Source: an optimization exercise on an open RTL-to-GDS flow (aim: small area and a short achievable clock period). Production flows keep margins and buffers that such runs may drop. In this exercise RTL edits were held to simulation tests only and were not proved equivalent to the original. Power and IR drop assume default switching activity.

$ cat flow/config.mk
export PLATFORM = sky130hd
export DESIGN_NAME = saw2sin
export DESIGN_NICKNAME = saw2sin
export VERILOG_FILES = /design/flow/design.v
export SDC_FILE = /design/flow/constraint.sdc
export NUM_CORES = 4
export LEC_CHECK = 0
export ABC_AREA = 1
export CAP_MARGIN = 20
export CORE_MARGIN = 2
export CORE_UTILIZATION = 40
export SLEW_MARGIN = 20
export SYNTH_HIERARCHICAL = 1
$ cat flow/constraint.sdc
create_clock -name core_clock -period 70.0 [get_ports {i_clk}]
set_input_delay 14.0000 -clock core_clock [delete_from_list [all_inputs] [get_ports {i_clk}]]
set_output_delay 14.0000 -clock core_clock [all_outputs]
set_load 0.01 [all_outputs]
$ cat flow/design.v
`default_nettype none
module sin_rom(m, c0, c1);
  input [5:0] m;
  wire [5:0] m;
  output [15:0] c0;
  wire [15:0] c0;
  output [7:0] c1;
  wire [7:0] c1;
  wire _000_;
  wire _001_;
  wire _002_;
  wire _003_;
  wire _004_;
  wire _005_;
  wire _006_;
  wire _007_;
  wire _008_;
  wire _009_;
  wire _010_;
  wire _011_;
  wire _012_;
  wire _013_;
  wire _014_;
  wire _015_;
  wire _016_;
  wire _017_;
  wire _018_;
  wire _019_;
  wire _020_;
  wire _021_;
  wire _022_;
  wire _023_;
  wire _024_;
  wire _025_;
  wire _026_;
  wire _027_;
  wire _028_;
  wire _029_;
  wire _030_;
  wire _031_;
  wire _032_;
  wire _033_;
  wire _034_;
  wire _035_;
  wire _036_;
  wire _037_;
  wire _038_;
  wire _039_;
  wire _040_;
  wire _041_;
  wire _042_;
  wire _043_;
  wire _044_;
  wire _045_;
  wire _046_;
  wire _047_;
  wire _048_;
  wire _049_;
  wire _050_;
  wire _051_;
  wire _052_;
  wire _053_;
  wire _054_;
  wire _055_;
  wire _056_;
  wire _057_;
  wire _058_;
  wire _059_;
  wire _060_;
  wire _061_;
  wire _062_;
  wire _063_;
  wire _064_;
  wire _065_;
  wire _066_;
  wire _067_;
  wire _068_;
  wire _069_;
  wire _070_;
  wire _071_;
  wire _072_;
  wire _073_;
  wire _074_;
  wire _075_;
  wire _076_;
  wire _077_;
  wire _078_;
  wire _079_;
  wire _080_;
  wire _081_;
  wire _082_;
  wire _083_;
  wire _084_;
  wire _085_;
  wire _086_;
  wire _087_;
  wire _088_;
  wire _089_;
  wire _090_;
  wire _091_;
  wire _092_;
  wire _093_;
  wire _094_;
  wire _095_;
  wire _096_;
  wire _097_;
  wire _098_;
  wire _099_;
  wire _100_;
  wire _101_;
  wire _102_;
  wire _103_;
  wire _104_;
  wire _105_;
  wire _106_;
  wire _107_;
  wire _108_;
  wire _109_;
  wire _110_;
  wire _111_;
  wire _112_;
  wire _113_;
  wire _114_;
  wire _115_;
  wire _116_;
  wire _117_;
  wire _118_;
  wire _119_;
  wire _120_;
  wire _121_;
  wire _122_;
  wire _123_;
  wire _124_;
  wire _125_;
  wire _126_;
  wire _127_;
  wire _128_;
  wire _129_;
  wire _130_;
  wire _131_;
  wire _132_;
  wire _133_;
  wire _134_;
  wire _135_;
  wire _136_;
  wire _137_;
  wire _138_;
  wire _139_;
  wire _140_;
  wire _141_;
  wire _142_;
  wire _143_;
  wire _144_;
  wire _145_;
  wire _146_;
  wire _147_;
  wire _148_;
  wire _149_;
  wire _150_;
  wire _151_;
  wire _152_;
  wire _153_;
  wire _154_;
  wire _155_;
  wire _156_;
  wire _157_;
  wire _158_;
  wire _159_;
  wire _160_;
  wire _161_;
  wire _162_;
  wire _163_;
  wire _164_;
  wire _165_;
  wire _166_;
  wire _167_;
  wire _168_;
  wire _169_;
  wire _170_;
  wire _171_;
  wire _172_;
  wire _173_;
  wire _174_;
  wire _175_;
  wire _176_;
  wire _177_;
  wire _178_;
  wire _179_;
  wire _180_;
  wire _181_;
  wire _182_;
  wire _183_;
  wire _184_;
  wire _185_;
  wire _186_;
  wire _187_;
  wire _188_;
  wire _189_;
  wire _190_;
  wire _191_;
  wire _192_;
  wire _193_;
  wire _194_;
  wire _195_;
  wire _196_;
  wire _197_;
  wire _198_;
  wire _199_;
  wire _200_;
  wire _201_;
  wire _202_;
  wire _203_;
  wire _204_;
  wire _205_;
  wire _206_;
  wire _207_;
  wire _208_;
  wire _209_;
  wire _210_;
  wire _211_;
  wire _212_;
  wire _213_;
  wire _214_;
  wire _215_;
  wire _216_;
  wire _217_;
  wire _218_;
  wire _219_;
  wire _220_;
  wire _221_;
  wire _222_;
  wire _223_;
  wire _224_;
  wire _225_;
  wire _226_;
  wire _227_;
  wire _228_;
  wire _229_;
  wire _230_;
  wire _231_;
  wire _232_;
  wire _233_;
  wire _234_;
  wire _235_;
  wire _236_;
  wire _237_;
  wire _238_;
  wire _239_;
  wire _240_;
  wire _241_;
  wire _242_;
  wire _243_;
  wire _244_;
  wire _245_;
  wire _246_;
  wire _247_;
  wire _248_;
  wire _249_;
  wire _250_;
  wire _251_;
  wire _252_;
  wire _253_;
  wire _254_;
  wire _255_;
  wire _256_;
  wire _257_;
  wire _258_;
  wire _259_;
  wire _260_;
  wire _261_;
  wire _262_;
  wire _263_;
  wire _264_;
  wire _265_;
  wire _266_;
  wire _267_;
  wire _268_;
  wire _269_;
  wire _270_;
  wire _271_;
  wire _272_;
  wire _273_;
  wire _274_;
  wire _275_;
  wire _276_;
  wire _277_;
  wire _278_;
  wire _279_;
  wire _280_;
  wire _281_;
  wire _282_;
  wire _283_;
  wire _284_;
  wire _285_;
  wire _286_;
  wire _287_;
  wire _288_;
  wire _289_;
  wire _290_;
  wire _291_;
  wire _292_;
  wire _293_;
  wire _294_;
  wire _295_;
  wire _296_;
  wire _297_;
  wire _298_;
  wire _299_;
  wire _300_;
  assign _193_ = ~m[5];
  assign _203_ = ~m[4];
  assign _214_ = ~(m[0] | m[1]);
  assign _224_ = ~(m[2] & m[3]);
  assign _234_ = ~(_224_ | _214_);
  assign _240_ = _203_ & ~(_234_);
  assign _241_ = _193_ & ~(_240_);
  assign _242_ = ~(m[2] | m[3]);
  assign _243_ = ~(_242_ & m[4]);
  assign _244_ = m[1] ? m[0] : m[2];
  assign _245_ = _244_ | _243_;
  assign _246_ = _242_ | m[4];
  assign _247_ = ~(_246_ & m[5]);
  assign _248_ = _247_ | ~(_245_);
  assign c1[6] = _248_ & ~(_241_);
  assign _249_ = m[2] & ~(m[3]);
  assign _250_ = m[3] & ~(m[2]);
  assign _251_ = _203_ & ~(_250_);
  assign _252_ = _251_ & ~(_249_);
  assign _253_ = m[5] & ~(_252_);
  assign _254_ = ~m[3];
  assign _255_ = m[0] & m[1];
  assign _256_ = ~(_255_ & _254_);
  assign _257_ = ~m[2];
  assign _258_ = m[1] | ~(m[3]);
  assign _259_ = _257_ & ~(_258_);
  assign _260_ = _259_ | _203_;
  assign _261_ = _260_ | _249_;
  assign _262_ = _256_ & ~(_261_);
  assign _263_ = _253_ & ~(_262_);
  assign _264_ = ~(m[1] | m[2]);
  assign _265_ = ~_264_;
  assign _266_ = m[0] & m[3];
  assign _267_ = _266_ | ~(_224_);
  assign _268_ = ~(_267_ & _265_);
  assign _269_ = _268_ | _203_;
  assign _270_ = _269_ & _241_;
  assign c1[5] = _270_ | _263_;
  assign _271_ = m[2] & ~(_214_);
  assign _272_ = _254_ & ~(_271_);
  assign _273_ = _268_ & ~(_272_);
  assign _274_ = _241_ & ~(_273_);
  assign _275_ = ~(_255_ & m[3]);
  assign _276_ = m[2] & ~(m[4]);
  assign _277_ = ~(_276_ & _275_);
  assign _278_ = ~_244_;
  assign _279_ = _255_ | _214_;
  assign _280_ = m[2] & ~(m[0]);
  assign _281_ = m[0] & ~(m[2]);
  assign _282_ = ~(_281_ | _280_);
  assign _283_ = ~(_282_ & m[3]);
  assign _284_ = ~(_283_ | _279_);
  assign _285_ = _278_ & ~(_284_);
  assign _286_ = m[4] & ~(_285_);
  assign _287_ = m[1] & m[2];
  assign _288_ = _287_ | _234_;
  assign _289_ = _286_ & ~(_288_);
  assign _290_ = _277_ & ~(_289_);
  assign _291_ = m[5] & ~(_290_);
  assign c1[4] = _291_ | _274_;
  assign _292_ = _271_ | ~(_267_);
  assign _293_ = _265_ & ~(_292_);
  assign _294_ = _293_ | _203_;
  assign _295_ = _244_ & ~(_282_);
  assign _296_ = _257_ & ~(_279_);
  assign _297_ = ~(_296_ | _295_);
  assign _298_ = _297_ & ~(m[3]);
  assign _299_ = _298_ | _294_;
  assign _300_ = _240_ & ~(_272_);
  assign _000_ = _300_ | m[5];
  assign _001_ = _299_ & ~(_000_);
  assign _002_ = ~(_280_ | _279_);
  assign _003_ = _254_ & ~(_002_);
  assign _004_ = _284_ | _203_;
  assign _005_ = _004_ | _003_;
  assign _006_ = _279_ & ~(_283_);
  assign _007_ = m[1] & ~(m[4]);
  assign _008_ = _007_ & ~(_006_);
  assign _009_ = _008_ | _193_;
  assign _010_ = _005_ & ~(_009_);
  assign c1[3] = _010_ | _001_;
  assign _011_ = _279_ & ~(_257_);
  assign _012_ = _011_ | _296_;
  assign _013_ = _012_ | _254_;
  assign _014_ = _254_ & ~(_214_);
  assign _015_ = _014_ & ~(_282_);
  assign _016_ = _015_ | _203_;
  assign _017_ = _016_ | ~(_013_);
  assign _018_ = m[0] & ~(_287_);
  assign _019_ = _018_ | _249_;
  assign _020_ = m[4] | ~(m[0]);
  assign _021_ = _019_ & ~(_020_);
  assign _022_ = _017_ & ~(_021_);
  assign _023_ = _022_ | _193_;
  assign _024_ = m[4] & ~(_287_);
  assign _025_ = _254_ ? _279_ : _012_;
  assign _026_ = _025_ | ~(_024_);
  assign _027_ = _272_ | m[4];
  assign _028_ = _264_ | _254_;
  assign _029_ = ~(_028_ | _271_);
  assign _030_ = _275_ & ~(_029_);
  assign _031_ = _030_ & ~(_027_);
  assign _032_ = _031_ | m[5];
  assign _033_ = _026_ & ~(_032_);
  assign c1[2] = _023_ & ~(_033_);
  assign _034_ = m[2] & ~(m[1]);
  assign _035_ = m[3] | ~(m[0]);
  assign _036_ = _034_ & ~(_035_);
  assign _037_ = ~(_036_ | _015_);
  assign _038_ = _258_ & ~(_203_);
  assign _039_ = _267_ & ~(_279_);
  assign _040_ = _038_ & ~(_039_);
  assign _041_ = ~(_040_ & _037_);
  assign _042_ = _287_ & ~(m[3]);
  assign _043_ = m[0] & m[2];
  assign _044_ = _043_ | m[4];
  assign _045_ = ~(_044_ | _042_);
  assign _046_ = _045_ & ~(_284_);
  assign _047_ = _041_ & ~(_046_);
  assign _048_ = _242_ & _214_;
  assign _049_ = _048_ | m[4];
  assign _050_ = _279_ & ~(_295_);
  assign _051_ = _050_ | _028_;
  assign _052_ = _242_ & ~(_279_);
  assign _053_ = _051_ & ~(_052_);
  assign _054_ = _053_ & ~(_049_);
  assign _055_ = ~(_272_ & _265_);
  assign _056_ = _055_ & _038_;
  assign _057_ = _056_ | _054_;
  assign c1[1] = _193_ ? _047_ : _057_;
  assign _058_ = ~_267_;
  assign _059_ = _011_ | _058_;
  assign _060_ = _034_ | m[3];
  assign _061_ = ~(_060_ & _059_);
  assign _062_ = m[3] & ~(_279_);
  assign _063_ = _034_ & ~(m[0]);
  assign _064_ = _063_ | _062_;
  assign _065_ = _256_ & ~(_064_);
  assign _066_ = m[4] ? _061_ : _065_;
  assign _067_ = _030_ & ~(_052_);
  assign _068_ = _203_ & ~(_067_);
  assign _069_ = _282_ | m[3];
  assign _070_ = _069_ | m[1];
  assign _071_ = _042_ | _203_;
  assign _072_ = _071_ | _266_;
  assign _073_ = _070_ & ~(_072_);
  assign _074_ = _073_ | _068_;
  assign c1[0] = _193_ ? _066_ : _074_;
  assign _075_ = _254_ & ~(_287_);
  assign _076_ = m[4] & ~(_075_);
  assign _077_ = _193_ & ~(_076_);
  assign _078_ = ~(_048_ & _203_);
  assign c0[15] = ~(_078_ & _077_);
  assign _079_ = m[5] & ~(_242_);
  assign c1[7] = ~(_079_ | _253_);
  assign _080_ = _049_ | ~(_268_);
  assign _081_ = ~(_080_ & _077_);
  assign c0[14] = ~(_081_ & c1[7]);
  assign _082_ = ~(_079_ & _240_);
  assign _083_ = _014_ | _244_;
  assign _084_ = _257_ & ~(_083_);
  assign _085_ = ~(_084_ | _042_);
  assign _086_ = _294_ | ~(_085_);
  assign _087_ = _294_ & ~(_085_);
  assign _088_ = _087_ | m[5];
  assign _089_ = _086_ & ~(_088_);
  assign c0[13] = _082_ & ~(_089_);
  assign _090_ = _276_ & ~(_029_);
  assign _091_ = _243_ & ~(_090_);
  assign _092_ = _091_ | _193_;
  assign _093_ = m[1] & ~(m[2]);
  assign _094_ = _267_ & ~(_093_);
  assign _095_ = _094_ | _062_;
  assign _096_ = _269_ & ~(_095_);
  assign _097_ = _276_ | _271_;
  assign _098_ = _097_ & ~(_007_);
  assign _099_ = _098_ | _096_;
  assign _100_ = _075_ & ~(_296_);
  assign _101_ = _100_ | m[5];
  assign _102_ = _099_ & ~(_101_);
  assign c0[12] = _092_ & ~(_102_);
  assign _103_ = _282_ & ~(_076_);
  assign _104_ = m[4] & m[3];
  assign _105_ = _104_ & ~(_002_);
  assign _106_ = _105_ | _103_;
  assign _107_ = m[1] & ~(m[3]);
  assign _108_ = ~(_293_ | _107_);
  assign _109_ = _108_ | m[4];
  assign _110_ = ~(_109_ & _261_);
  assign c0[11] = _193_ ? _106_ : _110_;
  assign _111_ = _107_ & ~(_280_);
  assign _112_ = _111_ | _260_;
  assign _113_ = ~(_012_ & m[3]);
  assign _114_ = ~(_035_ & _203_);
  assign _115_ = _113_ & ~(_114_);
  assign _116_ = _112_ & ~(_115_);
  assign _117_ = ~(m[4] | m[1]);
  assign _118_ = _282_ ? _254_ : _278_;
  assign _119_ = _012_ & ~(m[3]);
  assign _120_ = _119_ | ~(_118_);
  assign _121_ = _120_ & ~(_093_);
  assign _122_ = _014_ & ~(_121_);
  assign _123_ = ~(_013_ | _034_);
  assign _124_ = ~(_123_ | _260_);
  assign _125_ = _124_ & ~(_122_);
  assign _126_ = _125_ | _117_;
  assign c0[10] = m[5] ? _116_ : _126_;
  assign _127_ = _062_ | _234_;
  assign _128_ = _127_ | _016_;
  assign _129_ = _246_ & ~(_007_);
  assign _130_ = ~(_129_ | m[0]);
  assign _131_ = _128_ & ~(_130_);
  assign _132_ = _193_ & ~(_131_);
  assign _133_ = _050_ | ~(_258_);
  assign _134_ = ~(_133_ & _203_);
  assign _135_ = _260_ | _234_;
  assign _136_ = _037_ & ~(_135_);
  assign _137_ = _136_ | _193_;
  assign _138_ = _134_ & ~(_137_);
  assign c0[9] = _138_ | _132_;
  assign _139_ = m[3] & ~(m[0]);
  assign _140_ = _139_ | m[4];
  assign _141_ = _140_ | _050_;
  assign _142_ = _292_ & ~(_071_);
  assign _143_ = _141_ & ~(_142_);
  assign _144_ = _249_ & _214_;
  assign _145_ = _144_ | _107_;
  assign _146_ = _059_ & ~(_145_);
  assign _147_ = _146_ | _203_;
  assign _148_ = _272_ & ~(_049_);
  assign _149_ = _147_ & ~(_148_);
  assign c0[8] = m[5] ? _143_ : _149_;
  assign _150_ = _254_ & ~(_279_);
  assign _151_ = _203_ & ~(_150_);
  assign _152_ = _012_ | ~(_139_);
  assign _153_ = m[5] & ~(_152_);
  assign _154_ = _151_ & ~(_153_);
  assign _155_ = m[1] & ~(m[0]);
  assign _156_ = _254_ ? _155_ : _279_;
  assign _157_ = _297_ & ~(_156_);
  assign _158_ = _157_ | _250_;
  assign _159_ = _193_ ? _121_ : _158_;
  assign _160_ = m[4] & ~(_159_);
  assign c0[7] = _160_ | _154_;
  assign _161_ = _006_ | ~(_035_);
  assign _162_ = ~(_161_ & _203_);
  assign _163_ = _258_ | m[0];
  assign _164_ = ~(_163_ & _024_);
  assign _165_ = ~(_164_ | _052_);
  assign _166_ = _162_ & ~(_165_);
  assign _167_ = ~_083_;
  assign _168_ = ~(_280_ | _258_);
  assign _169_ = _069_ & ~(_168_);
  assign _170_ = m[4] ? _167_ : _169_;
  assign c0[6] = _193_ ? _166_ : _170_;
  assign _171_ = ~(_118_ & _203_);
  assign _172_ = _038_ & ~(_155_);
  assign _173_ = _172_ & ~(_094_);
  assign _174_ = _171_ & ~(_173_);
  assign _175_ = _094_ | _203_;
  assign _176_ = _175_ | _122_;
  assign _177_ = _025_ & ~(_080_);
  assign _178_ = _176_ & ~(_177_);
  assign c0[5] = _193_ ? _174_ : _178_;
  assign _179_ = ~(_151_ & _058_);
  assign _180_ = m[4] & ~(_034_);
  assign _181_ = _180_ & ~(_156_);
  assign _182_ = _179_ & ~(_181_);
  assign _183_ = ~(_144_ | _266_);
  assign _184_ = _183_ | _294_;
  assign _185_ = _283_ & ~(m[4]);
  assign _186_ = _185_ & ~(_296_);
  assign _187_ = _184_ & ~(_186_);
  assign c0[4] = _193_ ? _182_ : _187_;
  assign _188_ = _019_ & ~(_036_);
  assign _189_ = _203_ & ~(_188_);
  assign _190_ = _024_ & ~(_118_);
  assign _191_ = _190_ | m[5];
  assign _192_ = _191_ | _189_;
  assign _194_ = _036_ | m[3];
  assign _195_ = _194_ | _255_;
  assign _196_ = _195_ & ~(_071_);
  assign _197_ = _189_ | ~(_027_);
  assign _198_ = _197_ & ~(_259_);
  assign _199_ = _198_ | _196_;
  assign _200_ = ~(_059_ & m[5]);
  assign _201_ = _199_ & ~(_200_);
  assign c0[3] = _192_ & ~(_201_);
  assign _202_ = _048_ | _017_;
  assign _204_ = _069_ & ~(_095_);
  assign _205_ = _151_ & ~(_204_);
  assign _206_ = _202_ & ~(_205_);
  assign _207_ = _206_ | m[5];
  assign _208_ = _053_ & ~(_161_);
  assign _209_ = ~(_275_ & m[4]);
  assign _210_ = _209_ | _208_;
  assign _211_ = _039_ | m[4];
  assign _212_ = _194_ & ~(_211_);
  assign _213_ = _212_ | _193_;
  assign _215_ = _210_ & ~(_213_);
  assign c0[2] = _207_ & ~(_215_);
  assign _216_ = _158_ & ~(_214_);
  assign _217_ = _055_ & ~(_216_);
  assign _218_ = _217_ | _203_;
  assign _219_ = ~(_060_ | _012_);
  assign _220_ = _251_ & ~(_219_);
  assign _221_ = _220_ | _193_;
  assign _222_ = _218_ & ~(_221_);
  assign _223_ = _129_ | _123_;
  assign _225_ = _048_ | _203_;
  assign _226_ = _225_ | _111_;
  assign _227_ = ~(_226_ | _029_);
  assign _228_ = _227_ | m[5];
  assign _229_ = _223_ & ~(_228_);
  assign c0[1] = _229_ | _222_;
  assign _230_ = _012_ & ~(_133_);
  assign _231_ = _240_ & ~(_230_);
  assign _232_ = _119_ | _203_;
  assign _233_ = _152_ & ~(_232_);
  assign _235_ = _233_ | _231_;
  assign _236_ = _251_ & ~(_156_);
  assign _237_ = _236_ | _117_;
  assign _238_ = _237_ & ~(_281_);
  assign _239_ = _238_ | _286_;
  assign c0[0] = m[5] ? _235_ : _239_;
endmodule
module sin_qrom(mq, aq, ex, qn);
  input [0:0] mq;
  wire [0:0] mq;
  input [2:0] aq;
  wire [2:0] aq;
  input [1:0] ex;
  wire [1:0] ex;
  output [3:0] qn;
  wire [3:0] qn;
  wire _00_;
  wire _01_;
  wire _02_;
  wire _03_;
  wire _04_;
  wire _05_;
  wire _06_;
  wire _07_;
  wire _08_;
  wire _09_;
  wire _10_;
  wire _11_;
  wire _12_;
  wire _13_;
  wire _14_;
  wire _15_;
  assign _00_ = ex[1] & ~(ex[0]);
  assign _01_ = ~(mq | aq[1]);
  assign _02_ = ~(aq[0] & aq[2]);
  assign _03_ = _02_ | _01_;
  assign _04_ = ~(mq & aq[1]);
  assign _05_ = aq[2] & ~(_04_);
  assign _06_ = _03_ & ~(_05_);
  assign _07_ = aq[0] & ~(_04_);
  assign _08_ = _07_ | _06_;
  assign _09_ = ex[0] & ~(ex[1]);
  assign _10_ = ~(_09_ | _00_);
  assign _11_ = ~(_10_ | _08_);
  assign _12_ = ~(_11_ | _06_);
  assign qn[3] = ~(_12_ | _00_);
  assign _13_ = ~(_12_ & _00_);
  assign qn[2] = _13_ & ~(qn[3]);
  assign _14_ = _10_ & _08_;
  assign qn[1] = ~(_14_ | _11_);
  assign _15_ = _07_ | aq[2];
  assign qn[0] = ~(_15_ & _03_);
endmodule
module sin_fa
( input  wire a
, input  wire b
, input  wire c
, output wire s
, output wire co
);
assign s = a ^ b ^ c;
assign co = (a & b) | (a & c) | (b & c);
endmodule
module sin_ha
( input  wire a
, input  wire b
, output wire s
, output wire co
);
assign s = a ^ b;
assign co = a & b;
endmodule
`default_nettype none
module saw2sin
( input  wire        i_clk
, input  wire [15:0] i_saw
, output logic [15:0] o_sin
);
wire inv = i_saw[15];
wire rev = i_saw[14];
wire [13:0] v = i_saw[13:0] ^ {14{rev}};
wire [5:0] m = v[13:8];
wire [7:0] x = {~i_saw[7], i_saw[6:0]};
wire [6:0] a = x[7] ? ~x[6:0] : x[6:0];
wire [15:0] c0;
wire [7:0] c1;
sin_rom rom (.m(m), .c0(c0), .c1(c1));
wire [3:0] qn;
sin_qrom qrom (.mq(m[5:5]), .aq(a[6:4]), .ex({inv, bneg[3]}), .qn(qn));
wire [3:0] bneg, bone, btwo;
assign bneg[0] = x[1] ^ rev;
assign bone[0] = x[0] ^ 1'b0;
assign btwo[0] = (x[1] & ~x[0] & ~1'b0) | (~x[1] & x[0] & 1'b0);
assign bneg[1] = x[3] ^ rev;
assign bone[1] = x[2] ^ x[1];
assign btwo[1] = (x[3] & ~x[2] & ~x[1]) | (~x[3] & x[2] & x[1]);
assign bneg[2] = x[5] ^ rev;
assign bone[2] = x[4] ^ x[3];
assign btwo[2] = (x[5] & ~x[4] & ~x[3]) | (~x[5] & x[4] & x[3]);
assign bneg[3] = x[7] ^ rev;
assign bone[3] = x[6] ^ x[5];
assign btwo[3] = (x[7] & ~x[6] & ~x[5]) | (~x[7] & x[6] & x[5]);
wire b_pp0_5 = (((bone[0] & c1[5]) | (btwo[0] & c1[4])) ^ bneg[0]);
wire b_pp0_6 = (((bone[0] & c1[6]) | (btwo[0] & c1[5])) ^ bneg[0]);
wire b_pp0_7 = (((bone[0] & c1[7]) | (btwo[0] & c1[6])) ^ bneg[0]);
wire b_pp0_8 = ((btwo[0] & c1[7]) ^ bneg[0]);
wire b_nneg0 = ~bneg[0];
wire b_pp1_3 = (((bone[1] & c1[3]) | (btwo[1] & c1[2])) ^ bneg[1]);
wire b_pp1_4 = (((bone[1] & c1[4]) | (btwo[1] & c1[3])) ^ bneg[1]);
wire b_pp1_5 = (((bone[1] & c1[5]) | (btwo[1] & c1[4])) ^ bneg[1]);
wire b_pp1_6 = (((bone[1] & c1[6]) | (btwo[1] & c1[5])) ^ bneg[1]);
wire b_pp1_7 = (((bone[1] & c1[7]) | (btwo[1] & c1[6])) ^ bneg[1]);
wire b_pp1_8 = ((btwo[1] & c1[7]) ^ bneg[1]);
wire b_nneg1 = ~bneg[1];
wire b_pp2_1 = (((bone[2] & c1[1]) | (btwo[2] & c1[0])) ^ bneg[2]);
wire b_pp2_2 = (((bone[2] & c1[2]) | (btwo[2] & c1[1])) ^ bneg[2]);
wire b_pp2_3 = (((bone[2] & c1[3]) | (btwo[2] & c1[2])) ^ bneg[2]);
wire b_pp2_4 = (((bone[2] & c1[4]) | (btwo[2] & c1[3])) ^ bneg[2]);
wire b_pp2_5 = (((bone[2] & c1[5]) | (btwo[2] & c1[4])) ^ bneg[2]);
wire b_pp2_6 = (((bone[2] & c1[6]) | (btwo[2] & c1[5])) ^ bneg[2]);
wire b_pp2_7 = (((bone[2] & c1[7]) | (btwo[2] & c1[6])) ^ bneg[2]);
wire b_pp2_8 = ((btwo[2] & c1[7]) ^ bneg[2]);
wire b_nneg2 = ~bneg[2];
wire b_pp3_0 = ((bone[3] & c1[0]) ^ bneg[3]);
wire b_pp3_1 = (((bone[3] & c1[1]) | (btwo[3] & c1[0])) ^ bneg[3]);
wire b_pp3_2 = (((bone[3] & c1[2]) | (btwo[3] & c1[1])) ^ bneg[3]);
wire b_pp3_3 = (((bone[3] & c1[3]) | (btwo[3] & c1[2])) ^ bneg[3]);
wire b_pp3_4 = (((bone[3] & c1[4]) | (btwo[3] & c1[3])) ^ bneg[3]);
wire b_pp3_5 = (((bone[3] & c1[5]) | (btwo[3] & c1[4])) ^ bneg[3]);
wire b_pp3_6 = (((bone[3] & c1[6]) | (btwo[3] & c1[5])) ^ bneg[3]);
wire b_pp3_7 = (((bone[3] & c1[7]) | (btwo[3] & c1[6])) ^ bneg[3]);
wire b_pp3_8 = ((btwo[3] & c1[7]) ^ bneg[3]);
wire b_nneg3 = ~bneg[3];
wire b_q0 = qn[0];
wire b_q1 = qn[1];
wire b_q2 = qn[2];
wire b_q3 = qn[3];
wire ws1, wc1;
sin_fa u_ws1 (.a(b_pp0_5), .b(b_pp1_3), .c(b_pp2_1), .s(ws1), .co(wc1));
wire ws2, wc2;
sin_ha u_ws2 (.a(b_q0), .b(c0[0]), .s(ws2), .co(wc2));
wire ws3, wc3;
sin_fa u_ws3 (.a(b_pp0_6), .b(b_pp1_4), .c(b_pp2_2), .s(ws3), .co(wc3));
wire ws4, wc4;
sin_fa u_ws4 (.a(b_pp3_0), .b(b_q1), .c(c0[1]), .s(ws4), .co(wc4));
wire ws5, wc5;
sin_fa u_ws5 (.a(b_pp0_7), .b(b_pp1_5), .c(b_pp2_3), .s(ws5), .co(wc5));
wire ws6, wc6;
sin_fa u_ws6 (.a(b_pp3_1), .b(b_q2), .c(c0[2]), .s(ws6), .co(wc6));
wire ws7, wc7;
sin_fa u_ws7 (.a(b_pp0_8), .b(b_pp1_6), .c(b_pp2_4), .s(ws7), .co(wc7));
wire ws8, wc8;
sin_fa u_ws8 (.a(b_pp3_2), .b(b_q3), .c(c0[3]), .s(ws8), .co(wc8));
wire ws9, wc9;
sin_fa u_ws9 (.a(b_nneg0), .b(b_pp1_7), .c(b_pp2_5), .s(ws9), .co(wc9));
wire ws10, wc10;
sin_ha u_ws10 (.a(b_pp3_3), .b(c0[4]), .s(ws10), .co(wc10));
wire ws11, wc11;
sin_fa u_ws11 (.a(b_pp1_8), .b(b_pp2_6), .c(b_pp3_4), .s(ws11), .co(wc11));
wire ws12, wc12;
sin_fa u_ws12 (.a(b_nneg1), .b(b_pp2_7), .c(b_pp3_5), .s(ws12), .co(wc12));
wire ws13, wc13;
sin_fa u_ws13 (.a(b_pp2_8), .b(b_pp3_6), .c(c0[7]), .s(ws13), .co(wc13));
wire ws14, wc14;
sin_fa u_ws14 (.a(b_nneg2), .b(b_pp3_7), .c(c0[8]), .s(ws14), .co(wc14));
wire ws15, wc15;
sin_fa u_ws15 (.a(wc1), .b(wc2), .c(ws3), .s(ws15), .co(wc15));
wire ws16, wc16;
sin_fa u_ws16 (.a(wc3), .b(wc4), .c(ws5), .s(ws16), .co(wc16));
wire ws17, wc17;
sin_fa u_ws17 (.a(wc5), .b(wc6), .c(ws7), .s(ws17), .co(wc17));
wire ws18, wc18;
sin_fa u_ws18 (.a(wc7), .b(wc8), .c(ws9), .s(ws18), .co(wc18));
wire ws19, wc19;
sin_fa u_ws19 (.a(wc9), .b(wc10), .c(ws11), .s(ws19), .co(wc19));
wire ws20, wc20;
sin_fa u_ws20 (.a(wc11), .b(ws12), .c(c0[6]), .s(ws20), .co(wc20));
wire ws21, wc21;
sin_fa u_ws21 (.a(wc14), .b(b_pp3_8), .c(c0[9]), .s(ws21), .co(wc21));
wire ws22, wc22;
sin_fa u_ws22 (.a(wc15), .b(ws16), .c(ws6), .s(ws22), .co(wc22));
wire ws23, wc23;
sin_fa u_ws23 (.a(wc16), .b(ws17), .c(ws8), .s(ws23), .co(wc23));
wire ws24, wc24;
sin_fa u_ws24 (.a(wc17), .b(ws18), .c(ws10), .s(ws24), .co(wc24));
wire ws25, wc25;
sin_fa u_ws25 (.a(wc18), .b(ws19), .c(c0[5]), .s(ws25), .co(wc25));
wire ws26, wc26;
sin_fa u_ws26 (.a(wc20), .b(wc12), .c(ws13), .s(ws26), .co(wc26));
wire ws27, wc27;
sin_fa u_ws27 (.a(wc21), .b(b_nneg3), .c(c0[10]), .s(ws27), .co(wc27));
wire ws28, wc28;
sin_fa u_ws28 (.a(wc25), .b(wc19), .c(ws20), .s(ws28), .co(wc28));
wire ws29, wc29;
sin_fa u_ws29 (.a(wc26), .b(wc13), .c(ws14), .s(ws29), .co(wc29));
wire [15:0] ra = {c0[15], c0[14], c0[13], c0[12], wc27, ws27, wc29, ws29, wc28, ws28, wc24, wc23, wc22, ws22, ws15, ws1};
wire [15:0] rb = {1'b0, 1'b0, 1'b0, 1'b0, c0[11], 1'b0, ws21, 1'b0, ws26, 1'b0, ws25, ws24, ws23, 1'b0, ws4, ws2};
wire [15:0] z;
wire [15:0] pg_g0 = ra & rb;
wire [15:0] pg_p0 = ra ^ rb;
wire pfx_g1 = pg_g0[1] | (pg_p0[1] & pg_g0[0]);
wire pfx_p1 = pg_p0[1] & pg_p0[0];
wire pfx_g2 = pg_g0[3] | (pg_p0[3] & pg_g0[2]);
wire pfx_p2 = pg_p0[3] & pg_p0[2];
wire pfx_g3 = pg_g0[5] | (pg_p0[5] & pg_g0[4]);
wire pfx_p3 = pg_p0[5] & pg_p0[4];
wire pfx_g4 = pg_g0[7] | (pg_p0[7] & pg_g0[6]);
wire pfx_p4 = pg_p0[7] & pg_p0[6];
wire pfx_g5 = pg_g0[9] | (pg_p0[9] & pg_g0[8]);
wire pfx_p5 = pg_p0[9] & pg_p0[8];
wire pfx_g6 = pg_g0[11] | (pg_p0[11] & pg_g0[10]);
wire pfx_p6 = pg_p0[11] & pg_p0[10];
wire pfx_g7 = pg_g0[13] | (pg_p0[13] & pg_g0[12]);
wire pfx_p7 = pg_p0[13] & pg_p0[12];
wire pfx_g8 = pg_g0[15] | (pg_p0[15] & pg_g0[14]);
wire pfx_p8 = pg_p0[15] & pg_p0[14];
wire pfx_g9 = pfx_g2 | (pfx_p2 & pfx_g1);
wire pfx_p9 = pfx_p2 & pfx_p1;
wire pfx_g10 = pfx_g4 | (pfx_p4 & pfx_g3);
wire pfx_p10 = pfx_p4 & pfx_p3;
wire pfx_g11 = pfx_g6 | (pfx_p6 & pfx_g5);
wire pfx_p11 = pfx_p6 & pfx_p5;
wire pfx_g12 = pfx_g8 | (pfx_p8 & pfx_g7);
wire pfx_p12 = pfx_p8 & pfx_p7;
wire pfx_g13 = pfx_g10 | (pfx_p10 & pfx_g9);
wire pfx_p13 = pfx_p10 & pfx_p9;
wire pfx_g14 = pfx_g12 | (pfx_p12 & pfx_g11);
wire pfx_p14 = pfx_p12 & pfx_p11;
wire pfx_g15 = pfx_g14 | (pfx_p14 & pfx_g13);
wire pfx_p15 = pfx_p14 & pfx_p13;
wire pfx_g16 = pfx_g11 | (pfx_p11 & pfx_g13);
wire pfx_p16 = pfx_p11 & pfx_p13;
wire pfx_g17 = pfx_g3 | (pfx_p3 & pfx_g9);
wire pfx_p17 = pfx_p3 & pfx_p9;
wire pfx_g18 = pfx_g5 | (pfx_p5 & pfx_g13);
wire pfx_p18 = pfx_p5 & pfx_p13;
wire pfx_g19 = pfx_g7 | (pfx_p7 & pfx_g16);
wire pfx_p19 = pfx_p7 & pfx_p16;
wire pfx_g20 = pg_g0[2] | (pg_p0[2] & pfx_g1);
wire pfx_p20 = pg_p0[2] & pfx_p1;
wire pfx_g21 = pg_g0[4] | (pg_p0[4] & pfx_g9);
wire pfx_p21 = pg_p0[4] & pfx_p9;
wire pfx_g22 = pg_g0[6] | (pg_p0[6] & pfx_g17);
wire pfx_p22 = pg_p0[6] & pfx_p17;
wire pfx_g23 = pg_g0[8] | (pg_p0[8] & pfx_g13);
wire pfx_p23 = pg_p0[8] & pfx_p13;
wire pfx_g24 = pg_g0[10] | (pg_p0[10] & pfx_g18);
wire pfx_p24 = pg_p0[10] & pfx_p18;
wire pfx_g25 = pg_g0[12] | (pg_p0[12] & pfx_g16);
wire pfx_p25 = pg_p0[12] & pfx_p16;
wire pfx_g26 = pg_g0[14] | (pg_p0[14] & pfx_g19);
wire pfx_p26 = pg_p0[14] & pfx_p19;
wire [15:0] pg_pi = pg_p0 ^ {16{inv}};
assign z[0] = pg_pi[0];
assign z[1] = pg_pi[1] ^ pg_g0[0];
assign z[2] = pg_pi[2] ^ pfx_g1;
assign z[3] = pg_pi[3] ^ pfx_g20;
assign z[4] = pg_pi[4] ^ pfx_g9;
assign z[5] = pg_pi[5] ^ pfx_g21;
assign z[6] = pg_pi[6] ^ pfx_g17;
assign z[7] = pg_pi[7] ^ pfx_g22;
assign z[8] = pg_pi[8] ^ pfx_g13;
assign z[9] = pg_pi[9] ^ pfx_g23;
assign z[10] = pg_pi[10] ^ pfx_g18;
assign z[11] = pg_pi[11] ^ pfx_g24;
assign z[12] = pg_pi[12] ^ pfx_g16;
assign z[13] = pg_pi[13] ^ pfx_g25;
assign z[14] = pg_pi[14] ^ pfx_g19;
assign z[15] = pg_pi[15] ^ pfx_g26;
wire [14:0] zi = z[15:1];
logic [15:0] sin_q;
always_ff @(posedge i_clk) sin_q <= {~inv, zi};
always_comb o_sin = sin_q;
endmodule
$ cat flow/flow/run.sh
#!/bin/bash
# Own flow: the standard layout (standard.sh) with two changes.
#  1. Synthesis: ABC maps the combinational logic with flow/abc_area.script
#     (area-first mapping, then buffering and sizing) instead of ORFS's
#     abc_area.script.  It runs from a private copy of the ORFS scripts in
#     which only that file differs; synth_recipe.tcl (-nofsm -noshare,
#     flatten, rename) and everything else is the standard synthesis.
#  2. Layout: the port buffers that global placement inserts on every input
#     and output are sky130_fd_sc_hd__buf_1 cells.
# Each tool's full output goes to synth.log / layout.log here (and ORFS's own
# per-step logs under orfs/logs/).
set -euo pipefail
rm -rf scripts_abc
cp -r "$FLOW_HOME/scripts" scripts_abc
cp flow/abc_area.script scripts_abc/abc_area.script
bash standard.sh SCRIPTS_DIR="$PWD/scripts_abc" synth > synth.log 2>&1
bash standard.sh SETUP_SLACK_MARGIN=49.7 "BUFFER_PORTS_ARGS=-buffer_cell sky130_fd_sc_hd__buf_1" finish > layout.log 2>&1
$ cat flow/flow/abc_area.script
strash
dch
map -a
topo
stime -c
buffer -c
upsize -c
dnsize -c
$ cat flow/standard.sh
#!/bin/bash
# synth_recipe.tcl (not shown) runs the flow's synth.tcl, then flattens the netlist and writes it again
# the make line also repeats each setting of config.mk as NAME=value (left out here)
make -C /OpenROAD-flow-scripts/flow DESIGN_CONFIG=/design/flow/config.mk WORK_HOME=/design/flow/orfs CLKGATE_MAP_FILE= SYNTH_SCRIPT=/design/flow/synth_recipe.tcl "${@:-finish}"
==> results of run 1 <==
==> per-stage QoR <==
stage | hold slack (ns) | total power [W]
4_1_cts | 14.38 | 0.000210
3_3_place_gp | 14.39 | 0.000201
5_1_grt | 14.42 | 0.000237
3_5_place_dp | 14.38 | 0.000202
6_report | 14.37 | 0.000209
2_1_floorplan | 14.30 | 0.000168
==> timing repair <==
item	4_1_cts	5_1_grt
endpoints found under the setup margin	7	6
cloned	0	0
gates resized for setup	6	4
pin swaps	0	2
setup buffers	0	0
hold buffers	0	0
==> worst min-delay path by stage <==
stage	from	to	slack, ns
floorplan	sin_q[0]$_DFF_P_	o_sin[0]	14.30
global placement	sin_q[5]$_DFF_P_	o_sin[5]	14.39
detailed placement	sin_q[3]$_DFF_P_	o_sin[3]	14.38
CTS	i_saw[15]	sin_q[15]$_DFF_P_	14.38
global route	i_saw[15]	sin_q[15]$_DFF_P_	14.42
finish	i_saw[15]	sin_q[15]$_DFF_P_	14.37
==> per-module statistics from Yosys (local to each module, per instance) <==
| module | times used | cells inside | flip-flops and latches |
|---|---|---|---|
| sin_ha | 2 | 1 | 0 |
| sin_rom | 1 | 256 | 0 |
| sin_fa | 27 | 1 | 0 |
| sin_qrom | 1 | 15 | 0 |
| saw2sin | 1 | 189 | 16 |
==> final cells by class <==
class                      count  area (um^2)
tap                          108          135
sequential                    16          320
timing repair buffer          36          154
fill                         880         4830
multi-input combinational    391         2920
clock buffer                   3         41.3
inverter                      64          240
==> cell families (layout without fill, tap and decap cells) <==
logic type                 after synthesis  in the layout
buffers and inverters                   82            103
xor gates and xnor gates                73             73
and+or+nand+nor                        143            143
DFF                                     16             16
adders and majority gates               49             49
AOI/OAI and AO/OA                      126            126
==> cell usage in the layout, fill, tap and decap left out, drive strengths merged, types with 5 or more instances in the layout <==
cell   count
buf       35
o22ai     28
a21oi     34
fa        27
ha        22
dfxtp     16
inv       63
xnor2     26
xor2      47
a31oi     12
nand2     50
o21ai     30
o31ai      5
nor3       9
nor2      68
nand3     10
==> per-layer routing <==
layer	wire [um]	up-vias	share of wire (%)	track usage, %
li1	-	1677	-	-
met5	0	-	0	0
met1	4470	1608	43	31.3
met2	4390	251	42	32.9
met4	587	0	5.6	12.2
met3	1050	51	10	3.60
==> critical path, stage by stage <==
cell and delay [ns]:
clkbuf_4 0.28, xor2_4 0.30, inv_1 0.22, ha_2 0.40, ha_1 0.42, inv_1 0.13, nand2_1 0.09, o21ai_0 0.18
nor3_1 0.19, a31oi_1 0.07, o22ai_1 0.14, inv_1 0.12, o22ai_1 0.24, xor2_1 0.13, fa_1 0.45, fa_1 0.44
fa_1 0.47, fa_1 0.43, ha_1 0.32, inv_1 0.04, nor2_1 0.16, nand4_2 0.14, a21oi_2 0.19, a311oi_4 0.06
nor2_2 0.15, nand2_2 0.08, xor2_2 0.14
==> power breakdown <==
part           internal, W  switching, W  leakage, nW   total (W)
Clock           0.00000379    0.00000249       0.0216  0.00000628
Sequential       0.0000174   0.000000861        0.135   0.0000183
Combinational    0.0000788      0.000106         1.46    0.000185
Total             0.000100      0.000109         1.62    0.000209
==> key figures, run 1 <==
Final layout
  – Top reg by flops: sin_q
  – Syn-to-layout area delta: 8.37%
  – # diodes: 0
  – Post-route insts no fill: 618
  – Finished Core Util: 44.1%
  – Final non-filler cell area: 0.00381 mm^2
  – Layout cells sized above 1: 7.45%
  – Layout Nets: around 580
  – Max FFs per register: 16
  – Biggest regs: sin_q x16

Floorplanning
  – Placeable Area: between 0.008 and 0.009 mm^2
  – Core Rows: 34
  – Die width: ~98 um
  – Ports: 33
  – Die H: 97.7 um
  – Initial core utilization: 40.7%
  – DIE AREA: 0.00955 mm^2

Worst hold path
  – Hold depth: 2
  – Worst Hold Class: primary input to flip-flop

Timing
  – RSZ-0062 raised after global routing: false
  – Final Critical Period: 19.90 ns
  – Slew Limit Fails: 0
  – Fmax: between 50 and 60 MHz
  – Final setup margin: between 50 and 60 ns
  – Worst slew margin relative to its limit: 28.8%
  – Worst-Margin Slew: 1.07 ns
  – Final Hold Fails: 0
  – Finish-stage setup viols: 0
  – Final Cycle Share: 28.4%
  – Setup TNS: 0 ns

Synth
  – Compound-Gate Fraction of Synth Area: 22.6%
  – Top_reg_cell synth: dfxtp_1
  – Unique masters post-synth: 40
  – Synthesized flop and latch total: 16
  – Mapped cell area: 0.00351 mm^2
  – Mux cell area share after synthesis: 0%
  – Synth async-reset ratio: 0%
  – Post-synthesis sequential area ratio: between 9 and 10%
  – Synth top cells by count: nor2_1, inv_1, nand2_1, xor2_1, a21oi_1
  – Synth area leaders: fa_1, xor2_1, dfxtp_1
  – Gate count after technology mapping: 489
  – Net Count, Synth: 555
  – Post-synth EDFFs: 0
  – YS warnings: 7
  – Simple-gate share of the synthesized area: 17.4%
  – Area share of the largest cell type after synthesis: 15.4%
  – Post-Synth Adder-Cell Area: 23.2%
  – Syn avg cell area: 7.18 um^2
  – Count leader, synth: nor2_1
  – XOR/XNOR Fraction of Synth Area: between 10% and 20%
  – Biggest area consumer among synthesized cells: fa_1
  – Largest family of logic cells by synthesized area: adder cells

Placement
  – Port bufs: 32
  – Detailed Place HPWL: 8470 um
  – # placed instances: just over 600
  – Dpl ws: 49.07 ns
  – GP Congestion: 1.09
  – Dpl cell area: roughly 0.0037 mm^2

Worst setup path
  – CP max FO: 10
  – CP endpoint: sin_q[14]$_DFF_P_
  – CP Capture Type: flip-flop
  – Critical path class: primary input to flip-flop
  – CP arrival: around 20 ns
  – CP Launch Type: primary input
  – Worst Path Required: 70.12 ns
  – Crit path launch: i_saw[14]

Drt
  – DRT Pass-1 Iters: 5
  – Vias per cell: 5.80
  – Detailed-route DRC error count: 0
  – Avg WL per Cell: 17.0 um
  – Drt first-iter violations: 491
  – Final Routed Wirelength: 10500 um
  – Final antenna-violating net count: 0
  – Vias: around 3600

Global route
  – Global-route usage over all layers: 22.4%
  – First-pass GRT wire length: 17400 um
  – Vias in the first global route: 3496
  – Pin count of the biggest net entering global routing: 36
  – GR Overflow Total: 0
  – Initial antenna violation count: 0

Clocking
  – CTS tree: built
  – Number of CTS-inserted buffers: 3
  – Clock Pin Slew Worst Setup and Hold Paths: roughly 0.050 ns
  – Clock Sinks: 16
  – Clock tree root buffer cell: clkbuf_8
  – Max clock buf depth: 2
  – # H-tree levels: 1

Status
  – Status: finished clean

Job
  – MaxCap Viol Count: 0

Power
  – VDD IR max: 0.0263 mV
  – Power Density: 55.0 mW/mm^2
  – Leak pwr: ~1.6 nW
==> inputs of run 2 (changes only) <==
--- a/flow/flow/run.sh
+++ b/flow/flow/run.sh
@@ -14,4 +14,4 @@
 cp -r "$FLOW_HOME/scripts" scripts_abc
 cp flow/abc_area.script scripts_abc/abc_area.script
 bash standard.sh SCRIPTS_DIR="$PWD/scripts_abc" synth > synth.log 2>&1
-bash standard.sh SETUP_SLACK_MARGIN=49.7 "BUFFER_PORTS_ARGS=-buffer_cell sky130_fd_sc_hd__buf_1" finish > layout.log 2>&1
+bash standard.sh SETUP_SLACK_MARGIN=49.95 "BUFFER_PORTS_ARGS=-buffer_cell sky130_fd_sc_hd__buf_1" finish > layout.log 2>&1
==> key figures, run 2 <==
Clocking
  – Clock Pin Slew Worst Setup and Hold Paths: 0.05 ns (about the same)
  – # H-tree levels: 1 (unchanged)
  – Max clock buf depth: 2 (unchanged)
  – CTS tree: built
  – Clock tree root buffer cell: clkbuf_8
  – Number of CTS-inserted buffers: 3 (unchanged)
  – Clock Sinks: 16 (unchanged)
  – Hold buffers post-CTS: 0 (unchanged)

Worst setup path
  – Worst path depth: 27 (unchanged)
  – CP arrival: 19.84 ns (-0.18 ns)
  – CP Launch Type: primary input
  – CP peak stage delay: 0.47 ns (about the same)
  – CP top delay family: adder cells
  – Crit path max-delay cell type: fa_1
  – Most used cell, CP: fa_1
  – Worst Path Required: 70.12 ns (about the same)
  – Critical path class: primary input to flip-flop
  – CP max FO: 10 (unchanged)
  – Crit path launch: i_saw[14]
  – CP Capture Type: flip-flop
  – CP endpoint: sin_q[14]$_DFF_P_
  – Buffers and inverters on the worst path: 5 (unchanged)

Timing
  – RSZ-0062 raised after global routing: false
  – Fmax: 50.7 MHz (+0.88%)
  – Final Cycle Share: 28.2% (-0.25 points)
  – Worst hold slack: 14.37 ns (-0.00140 ns)
  – Final Hold Fails: 0 (unchanged)
  – Slew Limit Fails: 0 (unchanged)
  – Final Critical Period: 19.72 ns (-0.174 ns)
  – Finish-stage setup viols: 0 (unchanged)
  – Worst slew margin relative to its limit: 29.0% (+0.14 points)
  – Setup TNS: 0 ns (unchanged)
  – Worst-Margin Slew: 1.07 ns (-0.00211 ns)

Drt
  – Final Routed Wirelength: 10500 um (+0.30%)
  – Top layer in use: met4
  – Routed wl met2: 4310 um (-1.7%)
  – Detailed-route DRC error count: 0 (unchanged)
  – DRT Pass-1 Iters: 5 (unchanged)
  – Met3 wire len: 1030 um (-2.0%)
  – Drt first-iter violations: 414 (-16%)
  – Vias: 3593 (+0.17%)
  – Final antenna-violating net count: 0 (unchanged)
  – Avg WL per Cell: 16.9 um (-0.50%)
  – Vias per cell: 5.77 (-0.64%)
  – Wl on met1: 4580 um (+2.5%)

Final layout
  – Layout Nets: 583 (+0.87%)
  – Biggest regs: sin_q x16
  – Top reg by flops: sin_q
  – # diodes: 0 (unchanged)
  – Commonest non-fill, non-tap cell in the layout: nor2_1
  – Final non-filler cell area: 0.00385 mm^2 (+1.2%)
  – Max FFs per register: 16 (unchanged)
  – Layout cells sized above 1: 9.13% (+1.7 points)
  – Commonest non-fill, non-tap cells in the layout: nor2_1, inv_1, nand2_1, xor2_1, buf_1
  – Syn-to-layout area delta: 9.62%
  – FILL cells: 876 (-0.45%)

Synth
  – Area share of the largest cell type after synthesis: 15.4% (unchanged)
  – Synthesized flop and latch total: 16 (unchanged)
  – Mapped cell area: 0.00351 mm^2 (unchanged)
  – Net Count, Synth: 555 (unchanged)
  – Post-synthesis sequential area ratio: 9.12% (unchanged)
  – Top_reg_cell synth: dfxtp_1
  – Synth area leaders: fa_1, xor2_1, dfxtp_1
  – Syn avg cell area: 7.18 um^2 (unchanged)
  – Synth async-reset ratio: 0% (unchanged)
  – Post-synth EDFFs: 0 (unchanged)
  – Synth top cells by count: nor2_1, inv_1, nand2_1, xor2_1, a21oi_1
  – Gate count after technology mapping: 489 (unchanged)
  – YS warnings: 7 (unchanged)
  – Unique masters post-synth: 40 (unchanged)
  – Count leader, synth: nor2_1
  – Biggest area consumer among synthesized cells: fa_1

Global route
  – Global-route usage over all layers: 22.2% (-0.12 points)
  – GR Overflow Total: 0 (unchanged)
  – Pin count of the biggest net entering global routing: 36 (unchanged)
  – Vias in the first global route: 3488 (-0.23%)
  – Initial antenna violation count: 0 (unchanged)
  – First-pass GRT wire length: 17300 um (-0.44%)

Power
  – Power Density: 54.4 mW/mm^2 (-0.94%)
  – VDD IR max: 0.0262 mV (-0.33%)
  – Total power: 0.000210 W (+0.20%)
  – Leak pwr: 1.64 nW (+1.3%)

Worst hold path
  – Worst Hold Class: primary input to flip-flop

Floorplanning
  – Core Rows: 34 (unchanged)
  – Die H: 97.7 um (unchanged)
  – Placeable Area: 0.00864 mm^2 (unchanged)
  – Initial core utilization: 40.7% (unchanged)
  – DIE AREA: 0.00955 mm^2 (unchanged)
  – Die width: 97.7 um (unchanged)
  – Ports: 33 (unchanged)

Job
  – MaxCap Viol Count: 0 (unchanged)

Placement
  – Dpl cell area: 0.00372 mm^2 (unchanged)
  – Detailed Place HPWL: 8470 um (unchanged)
  – Port bufs: 32 (unchanged)
  – GP Congestion: 1.09 (unchanged)

Status
  – Status: finished clean
-- run 2: worst min-delay path by stage --
stage | start | end | cells after the start
finish | i_saw[15] | sin_q[15]$_DFF_P_ | 2
CTS | i_saw[15] | sin_q[15]$_DFF_P_ | 2
floorplan | sin_q[0]$_DFF_P_ | o_sin[0] | 0
global route | i_saw[15] | sin_q[15]$_DFF_P_ | 2
detailed placement | sin_q[3]$_DFF_P_ | o_sin[3] | 1
global placement | sin_q[5]$_DFF_P_ | o_sin[5] | 1
-- run 2: modules after synthesis (local to each module, per instance) --
module    cells inside  copies in the design  cell area, um^2
sin_qrom            15                     1              100
saw2sin            189                     1             1550
sin_fa               1                    27             20.0
sin_rom            256                     1             1290
sin_ha               1                     2             12.5
-- run 2: stage by stage --
stage	worst slack (ns)	instances	util, %
floorplan	50.33	489	-
CTS	50.01	618	44.0
detailed placement	49.07	615	43.1
global route	49.95	623	44.6
global placement	48.96	615	43.1
finish	50.28	623	44.6
-- run 2: per-layer routing --
layer / track usage (%) / vias to the layer above
li1: - / 1690
met1: 31.0 / 1609
met2: 32.5 / 240
met3: 4.03 / 54
met4: 12.4 / 0
met5: 0 / -
-- run 2: final cells by class --
| cell class | count | area, um^2 | area share, % |
|---|---|---|---|
| Inverter | 64 | 244 | 6.34 |
| Multi-Input combinational cell | 391 | 2920 | 75.8 |
| Clock buffer | 3 | 41.3 | 1.07 |
| Timing Repair Buffer | 41 | 191 | 4.97 |
| Sequential cell | 16 | 320 | 8.32 |
| Tap cell | 108 | 135 | 3.51 |
-- run 2: logic make-up (layout without fill, tap and decap cells) --
group	count (synthesis)	after routing	share of synthesized area, %
flops	16	16	9.12
buf+inv	82	108	9.23
compound gates	126	126	22.6
simple gates	143	143	17.4
fa+ha+maj	49	49	23.2
xor+xnor	73	73	18.4
-- run 2: power breakdown --
part	internal (W)	switching (W)
Clock	0.00000379	0.00000249
Sequential	0.0000174	0.000000859
Combinational	0.0000791	0.000106
Total	0.000100	0.000109
-- run 2: what timing repair did --
item | in CTS | in global routing
setup endpoints to repair | 9 | 8
pin swaps | 2 | 2
setup buffers | 0 | 5
gates resized for setup | 8 | 6
endpoints found under the hold margin | 0 | 0
==> inputs of run 3 (changes only) <==
--- a/flow/flow/run.sh
+++ b/flow/flow/run.sh
@@ -6,7 +6,10 @@
 #     which only that file differs; synth_recipe.tcl (-nofsm -noshare,
 #     flatten, rename) and everything else is the standard synthesis.
 #  2. Layout: the port buffers that global placement inserts on every input
-#     and output are sky130_fd_sc_hd__buf_1 cells.
+#     and output are sky130_fd_sc_hd__buf_1 cells, and ORFS's repair_timing
+#     steps aim for 49.7 ns of setup slack (SETUP_SLACK_MARGIN) instead of 0,
+#     so they size up the few gates on the slowest paths.  The clock period
+#     and the SDC constraints are the design's, unchanged.
 # Each tool's full output goes to synth.log / layout.log here (and ORFS's own
 # per-step logs under orfs/logs/).
 set -euo pipefail
@@ -14,4 +17,4 @@
 cp -r "$FLOW_HOME/scripts" scripts_abc
 cp flow/abc_area.script scripts_abc/abc_area.script
 bash standard.sh SCRIPTS_DIR="$PWD/scripts_abc" synth > synth.log 2>&1
-bash standard.sh SETUP_SLACK_MARGIN=49.95 "BUFFER_PORTS_ARGS=-buffer_cell sky130_fd_sc_hd__buf_1" finish > layout.log 2>&1
+bash standard.sh SETUP_SLACK_MARGIN=49.7 "BUFFER_PORTS_ARGS=-buffer_cell sky130_fd_sc_hd__buf_1" finish > layout.log 2>&1
--- a/flow/config.mk
+++ b/flow/config.mk
@@ -8,6 +8,6 @@
 export ABC_AREA = 1
 export CAP_MARGIN = 20
 export CORE_MARGIN = 2
-export CORE_UTILIZATION = 40
+export CORE_UTILIZATION = 60
 export SLEW_MARGIN = 20
 export SYNTH_HIERARCHICAL = 1
==> key figures, run 3 <==
Synth
  – YS warnings: 7 (unchanged)
  – Syn avg cell area: 7.18 um^2 (unchanged)
  – Gate count after technology mapping: 489 (unchanged)
  – Area share of the largest cell type after synthesis: 15.4% (unchanged)
  – Mux cell area share after synthesis: 0% (unchanged)
  – Largest family of logic cells by synthesized area: adder cells
  – Post-synthesis sequential area ratio: 9.12% (unchanged)
  – Biggest area consumer among synthesized cells: fa_1
  – Synth async-reset ratio: 0% (unchanged)
  – XOR/XNOR Fraction of Synth Area: 18.4% (unchanged)
  – Simple-gate share of the synthesized area: 17.4% (unchanged)
  – Synth area leaders: fa_1, xor2_1, dfxtp_1
  – Unique masters post-synth: 40 (unchanged)
  – Compound-Gate Fraction of Synth Area: 22.6% (unchanged)
  – Net Count, Synth: 555 (unchanged)
  – Mapped cell area: 0.00351 mm^2 (unchanged)
  – Post-synth EDFFs: 0 (unchanged)
  – Top_reg_cell synth: dfxtp_1
  – Count leader, synth: nor2_1
  – Synth top cells by count: nor2_1, inv_1, nand2_1, xor2_1, a21oi_1
  – Synthesized flop and latch total: 16 (unchanged)
  – Post-Synth Adder-Cell Area: 23.2% (unchanged)

Placement
  – Port bufs: 32 (unchanged)
  – GP Congestion: 1.02 (-6.6%)
  – Dpl cell area: 0.00368 mm^2 (-1.0%)
  – Detailed Place HPWL: 9070 um (+7.1%)

Clocking
  – Postcts setup bufs: 0 (unchanged)
  – # H-tree levels: 1 (unchanged)
  – Hold buffers post-CTS: 0 (unchanged)
  – Clock Pin Slew Worst Setup and Hold Paths: 0.07 ns (+0.02 ns)
  – Number of CTS-inserted buffers: 3 (unchanged)
  – Clock tree root buffer cell: clkbuf_8
  – Clock Sinks: 16 (unchanged)
  – Max clock buf depth: 2 (unchanged)
  – CTS tree: built

Power
  – Psw: 0.000123 W (+12%)
  – Internal power: 0.000103 W (+2.8%)
  – Leak pwr: 1.63 nW (-0.51%)
  – Flop pwr share: 8.3% (-0.4 points)
  – Sw Ratio: 54.3% (+2.2 points)
  – Logic pwr share: 88.2% (about the same)
  – VDD IR max: 0.0645 mV (+150%)
  – Power Density: 59.8 mW/mm^2 (+9.8%)
  – Clock power frac: 3.6% (+0.6 points)

Final layout
  – Layout Nets: 579 (-0.69%)
  – Seq. cell area: 320 um^2 (unchanged)
  – FILL cells: 482 (-45%)
  – Final non-filler cell area: 0.00378 mm^2 (-1.8%)
  – Commonest non-fill, non-tap cells in the layout: nor2_1, inv_1, nand2_1, xor2_1, buf_1
  – Syn-to-layout area delta: 7.70%
  – Max FFs per register: 16 (unchanged)
  – Commonest non-fill, non-tap cell in the layout: nor2_1
  – # diodes: 0 (unchanged)
  – Area of the multi-input gates: 0.00292 mm^2 (about the same)
  – Top reg by flops: sin_q
  – Biggest regs: sin_q x16
  – Layout cells sized above 1: 7.81% (-1.3 points)

Floorplanning
  – Die H: 80.5 um (-18%)
  – Initial core utilization: 63.0% (+22 points)
  – DIE AREA: 0.00648 mm^2 (-32%)
  – Ports: 33 (unchanged)
  – Placeable Area: 0.00557 mm^2 (-35%)
  – Die width: 80.5 um (-18%)
  – Core Rows: 27 (-21%)

Worst hold path
  – Hold endpoint: sin_q[15]$_DFF_P_
  – Worst Hold Class: primary input to flip-flop
  – Hold depth: 3 (+1)
  – Hold Crit Start: i_saw[15]

Drt
  – Detailed-route DRC error count: 0 (unchanged)
  – Final Routed Wirelength: 11300 um (+7.0%)
  – Vias per cell: 6.48 (+12%)
  – Final antenna-violating net count: 0 (unchanged)
  – Avg WL per Cell: 19.3 um (+14%)
  – Vias: 3784 (+5.3%)
  – DRT Pass-1 Iters: 6 (+1)
  – Drt first-iter violations: 540 (+30%)

Global route
  – Met3 usage: 8.65% (+4.6 points)
  – GR Overflow Total: 0 (unchanged)
  – Initial antenna violation count: 0 (unchanged)
  – Global-route usage over all layers: 36.0% (+14 points)
  – GR Util met1: 44.0% (+13 points)
  – Pin count of the biggest net entering global routing: 35 (-2.8%)
  – GRT busiest layer: met2
  – M2 GR Usage: 58.3% (+26 points)
  – Vias in the first global route: 3637 (+4.3%)
  – First-pass GRT wire length: 17800 um (+2.8%)

Timing
  – Final Hold Fails: 0 (unchanged)
  – Setup TNS: 0 ns (unchanged)
  – Slew Limit Fails: 0 (unchanged)
  – Final Cycle Share: 28.6% (+0.41 points)
  – Worst slew margin relative to its limit: 49.5% (+20 points)
  – Fmax: 50.0 MHz (-1.4%)
  – Worst-Margin Slew: 0.753 ns (-0.312 ns)
  – Final Critical Period: 20.01 ns (+0.289 ns)
  – Finish-stage setup viols: 0 (unchanged)
  – RSZ-0062 raised after global routing: false

Job
  – MaxCap Viol Count: 0 (unchanged)

Worst setup path
  – CP Capture Type: flip-flop
  – CP Launch Type: primary input
  – CP top delay family: adder cells
  – Buffers and inverters on the worst path: 5 (unchanged)
  – Crit path max-delay cell type: fa_1
  – CP peak stage delay: 0.48 ns (about the same)
  – Critical path class: primary input to flip-flop
  – CP max FO: 10 (unchanged)
  – CP arrival: 20.14 ns (+0.30 ns)
  – Worst Path Required: 70.13 ns (about the same)

Status
  – Status: finished clean
run 3: area by class of cell:
| cell class | instances | share of cell area, % |
|---|---|---|
| multi-input combinational | 391 | 77.1 |
| sequential | 16 | 8.47 |
| inverter | 64 | 6.35 |
| timing repair buffer | 37 | 4.27 |
| tap | 72 | 2.38 |
| clock buffer | 4 | 1.46 |
run 3: worst max path at each step:
stage	from	end	cells after the start
5_1_grt	i_saw[14]	sin_q[14]$_DFF_P_	29
3_3_place_gp	i_saw[14]	sin_q[14]$_DFF_P_	27
6_report	i_saw[14]	sin_q[14]$_DFF_P_	27
3_5_place_dp	i_saw[14]	sin_q[14]$_DFF_P_	27
4_1_cts	i_saw[14]	sin_q[14]$_DFF_P_	27
2_1_floorplan	i_saw[14]	sin_q[14]$_DFF_P_	27
run 3: through the flow:
stage	worst slack, ns	hold slack, ns	total power, W	instances	utilization, %
global route	49.74	14.16	0.000246	584	67.9
global placement	49.22	14.38	0.000197	580	66.1
floorplan	50.33	14.30	0.000168	489	-
CTS	49.87	14.15	0.000223	584	67.4
finish	49.99	14.15	0.000226	584	67.9
detailed placement	49.07	14.39	0.000214	580	66.1
run 3: power by group through the flow:
stage          clock network [W]  logic [W]  registers (W)
4_1_cts               0.00000812   0.000196      0.0000188
3_3_place_gp                   0   0.000178      0.0000189
5_1_grt               0.00000854   0.000218      0.0000193
3_5_place_dp                   0   0.000195      0.0000190
2_1_floorplan                  0   0.000147      0.0000213
6_report              0.00000811   0.000199      0.0000187
run 3: cell families after synthesis:
| group | Yosys count |
|---|---|
| flops | 16 |
| compound gates | 126 |
| buf+inv | 82 |
| simple gates | 143 |
| xor+xnor | 73 |
| fa+ha+maj | 49 |
run 3: modules after synthesis, one instance, submodules excluded:
module / times used / area (um^2) / cells / flip-flops and latches
sin_qrom: 1 / 100 / 15 / 0
saw2sin: 1 / 1550 / 189 / 16
sin_rom: 1 / 1290 / 256 / 0
sin_fa: 27 / 20.0 / 1 / 0
sin_ha: 2 / 12.5 / 1 / 0
run 3: layer usage:
layer / up-vias / share of wire, %
li1: 1680 / -
met1: 1723 / 37
met2: 321 / 44
met3: 60 / 14
met4: 0 / 5.5
met5: - / 0
run 3: timing repair:
action	4_1_cts	5_1_grt
resized for setup	3	4
gates cloned	0	0
endpoints found under the setup margin	7	6
pin swaps	0	1
==> inputs of run 4 (changes only) <==
--- a/flow/config.mk
+++ b/flow/config.mk
@@ -8,6 +8,6 @@
 export ABC_AREA = 1
 export CAP_MARGIN = 20
 export CORE_MARGIN = 2
-export CORE_UTILIZATION = 60
+export CORE_UTILIZATION = 40
 export SLEW_MARGIN = 20
 export SYNTH_HIERARCHICAL = 1
==> key figures, run 4 <==
Floorplanning
  – Ports: 33 (unchanged)
  – Initial core utilization: 40.7% (-22 points)
  – Die H: 97.7 um (+21%)
  – Die width: 97.7 um (+21%)

Drt
  – Final antenna-violating net count: 0 (unchanged)
  – Detailed-route DRC error count: 0 (unchanged)
  – Final Routed Wirelength: 10500 um (-6.8%)
  – Vias: 3587 (-5.2%)

Final layout
  – Biggest regs: sin_q x16
  – FILL cells: 880 (+83%)
  – Layout cells sized above 1: 7.45% (-0.36 points)
  – Syn-to-layout area delta: 8.37%
  – Area of the multi-input gates: 0.00292 mm^2 (unchanged)

Synth
  – Gate count after technology mapping: 489 (unchanged)
  – Post-synthesis sequential area ratio: 9.12% (unchanged)
  – Net Count, Synth: 555 (unchanged)
  – Area share of the largest cell type after synthesis: 15.4% (unchanged)
  – Synth area leaders: fa_1, xor2_1, dfxtp_1
  – Top_reg_cell synth: dfxtp_1
  – Synth top cells by count: nor2_1, inv_1, nand2_1, xor2_1, a21oi_1
  – Mapped cell area: 0.00351 mm^2 (unchanged)
  – Synth async-reset ratio: 0% (unchanged)
  – Biggest area consumer among synthesized cells: fa_1
  – Syn avg cell area: 7.18 um^2 (unchanged)

Timing
  – Slew Limit Fails: 0 (unchanged)
  – Worst slew margin relative to its limit: 28.8% (-21 points)
  – Final Critical Period: 19.90 ns (-0.115 ns)
  – Final Hold Fails: 0 (unchanged)
  – Final setup margin: 50.10 ns (+0.115 ns)

Status
  – Status: finished clean

Clocking
  – Clock Pin Slew Worst Setup and Hold Paths: 0.05 ns (-0.02 ns)
  – CTS tree: built
  – Clock Sinks: 16 (unchanged)
  – Postcts setup bufs: 0 (unchanged)
  – Max clock buf depth: 2 (unchanged)
  – Number of CTS-inserted buffers: 3 (unchanged)

Worst setup path
  – Critical path class: primary input to flip-flop
  – Crit path max-delay cell type: fa_1
  – Worst Path Required: 70.12 ns (about the same)
  – CP arrival: 20.02 ns (-0.12 ns)
  – CP Capture Type: flip-flop
  – CP peak stage delay: 0.47 ns (about the same)
  – Crit path launch: i_saw[14]
  – CP max FO: 10 (unchanged)

Power
  – Flop pwr share: 8.7% (+0.4 points)
  – Total power: 0.000209 W (-7.5%)

Global route
  – Vias in the first global route: 3496 (-3.9%)
  – First-pass GRT wire length: 17400 um (-2.3%)

Job
  – MaxCap Viol Count: 0 (unchanged)
## run 4: cell counts after synthesis
Identical to the previous run, type by type.
## run 4: path summary, 6_finish.rpt
kind | endpoint | slack [ns] | depth (start not counted)
max | sin_q[14]$_DFF_P_ | 50.10 | 27
min | sin_q[15]$_DFF_P_ | 14.37 | 2
## run 4: power by group through the flow
stage	logic [W]	registers [W]	clock network [W]
after floorplan	0.000147	0.0000213	0
after global placement	0.000182	0.0000185	0
after detailed placement	0.000184	0.0000185	0
after CTS	0.000185	0.0000183	0.00000664
after global routing	0.000211	0.0000188	0.00000699
final	0.000185	0.0000183	0.00000628
## run 4: timing repair
item | in CTS | in global routing
gates resized for setup | 6 | 4
hold endpoints to repair | 0 | 0
pin swaps | 0 | 2
endpoints found under the setup margin | 7 | 6
## run 4: layer usage
layer  wire length [um]  vias to the layer above  track usage (%)
li1                   -                     1677                -
met1               4470                     1608             31.3
met2               4390                      251             32.9
met3               1050                       51             3.60
met4                587                        0             12.2
met5                  0                        -                0
## run 4: final cells by class
type                            instances  share of cell area, %
Clock buffer                            3                   1.08
Timing Repair Buffer                   36                   4.04
Multi-Input combinational cell        391                   76.6
Tap cell                              108                   3.55
Sequential cell                        16                   8.42
Inverter                               64                   6.31
## run 4: logic make-up (layout without fill, tap and decap cells)
| kind of cell | count (synthesis) | in the layout | synth area share, % |
|---|---|---|---|
| AOI/OAI and AO/OA | 126 | 126 | 22.6 |
| xor gates and xnor gates | 73 | 73 | 18.4 |
| adders and majority gates | 49 | 49 | 23.2 |
| buffers and inverters | 82 | 103 | 9.23 |
| DFF | 16 | 16 | 9.12 |
| and+or+nand+nor | 143 | 143 | 17.4 |
## run 4: metrics by stage
step / util (%) / area (um^2) / hold slack (ns) / std cells
floorplan: - / 3510 / 14.30 / 489
global placement: 43.1 / 3720 / 14.39 / 615
detailed placement: 43.1 / 3720 / 14.38 / 615
CTS: 44.1 / 3810 / 14.38 / 618
global route: 44.1 / 3810 / 14.42 / 618
finish: 44.1 / 3810 / 14.37 / 618
## run 4: per-module statistics from Yosys, one instance, submodules excluded
| module | flip-flops and latches | cells inside | area [um^2] |
|---|---|---|---|
| sin_ha | 0 | 1 | 12.5 |
| sin_rom | 0 | 256 | 1290 |
| saw2sin | 16 | 189 | 1550 |
| sin_qrom | 0 | 15 | 100 |
| sin_fa | 0 | 1 | 20.0 |

==> re-timing with driven ports <==
In the flow no input, the clock included, has a driving cell. The finished layouts below were timed again as built, in two steps. Step 1: set_driving_cell puts a clkbuf_16 on i_clk and a buf_2 on each other input, an assumption about the parent block. Step 2, shift: input delay + t, output delay - t, t = (earliest + latest rising clock arrival at the registers) / 2. This alone moves slack from input paths to output paths. a / b / c = ideal / step 1 / step 2; a / b = the first two.
run | t, ns | slack for setup (ns) | worst hold slack (ns) | latest minus earliest clock arrival (ns)
run 1 | 0.260 | 50.102 / 50.102 / 49.843 | 14.370 / 14.367 / 14.402 | 0.003 / 0.003
run 2 | 0.260 | 50.276 / 50.274 / 50.015 | 14.368 / 14.366 / 14.402 | 0.003 / 0.003
run 3 | 0.274 | 49.986 / 49.990 / 49.717 | 14.147 / 14.142 / 14.408 | 0.009 / 0.009
run 4 | 0.260 | 50.102 / 50.102 / 49.843 | 14.370 / 14.367 / 14.402 | 0.003 / 0.003
After both steps setup and hold are still met in every run listed. For run 3, which loses most, drivers alone change the setup slack by +0.004 ns; drivers and shift together by -0.269 ns.
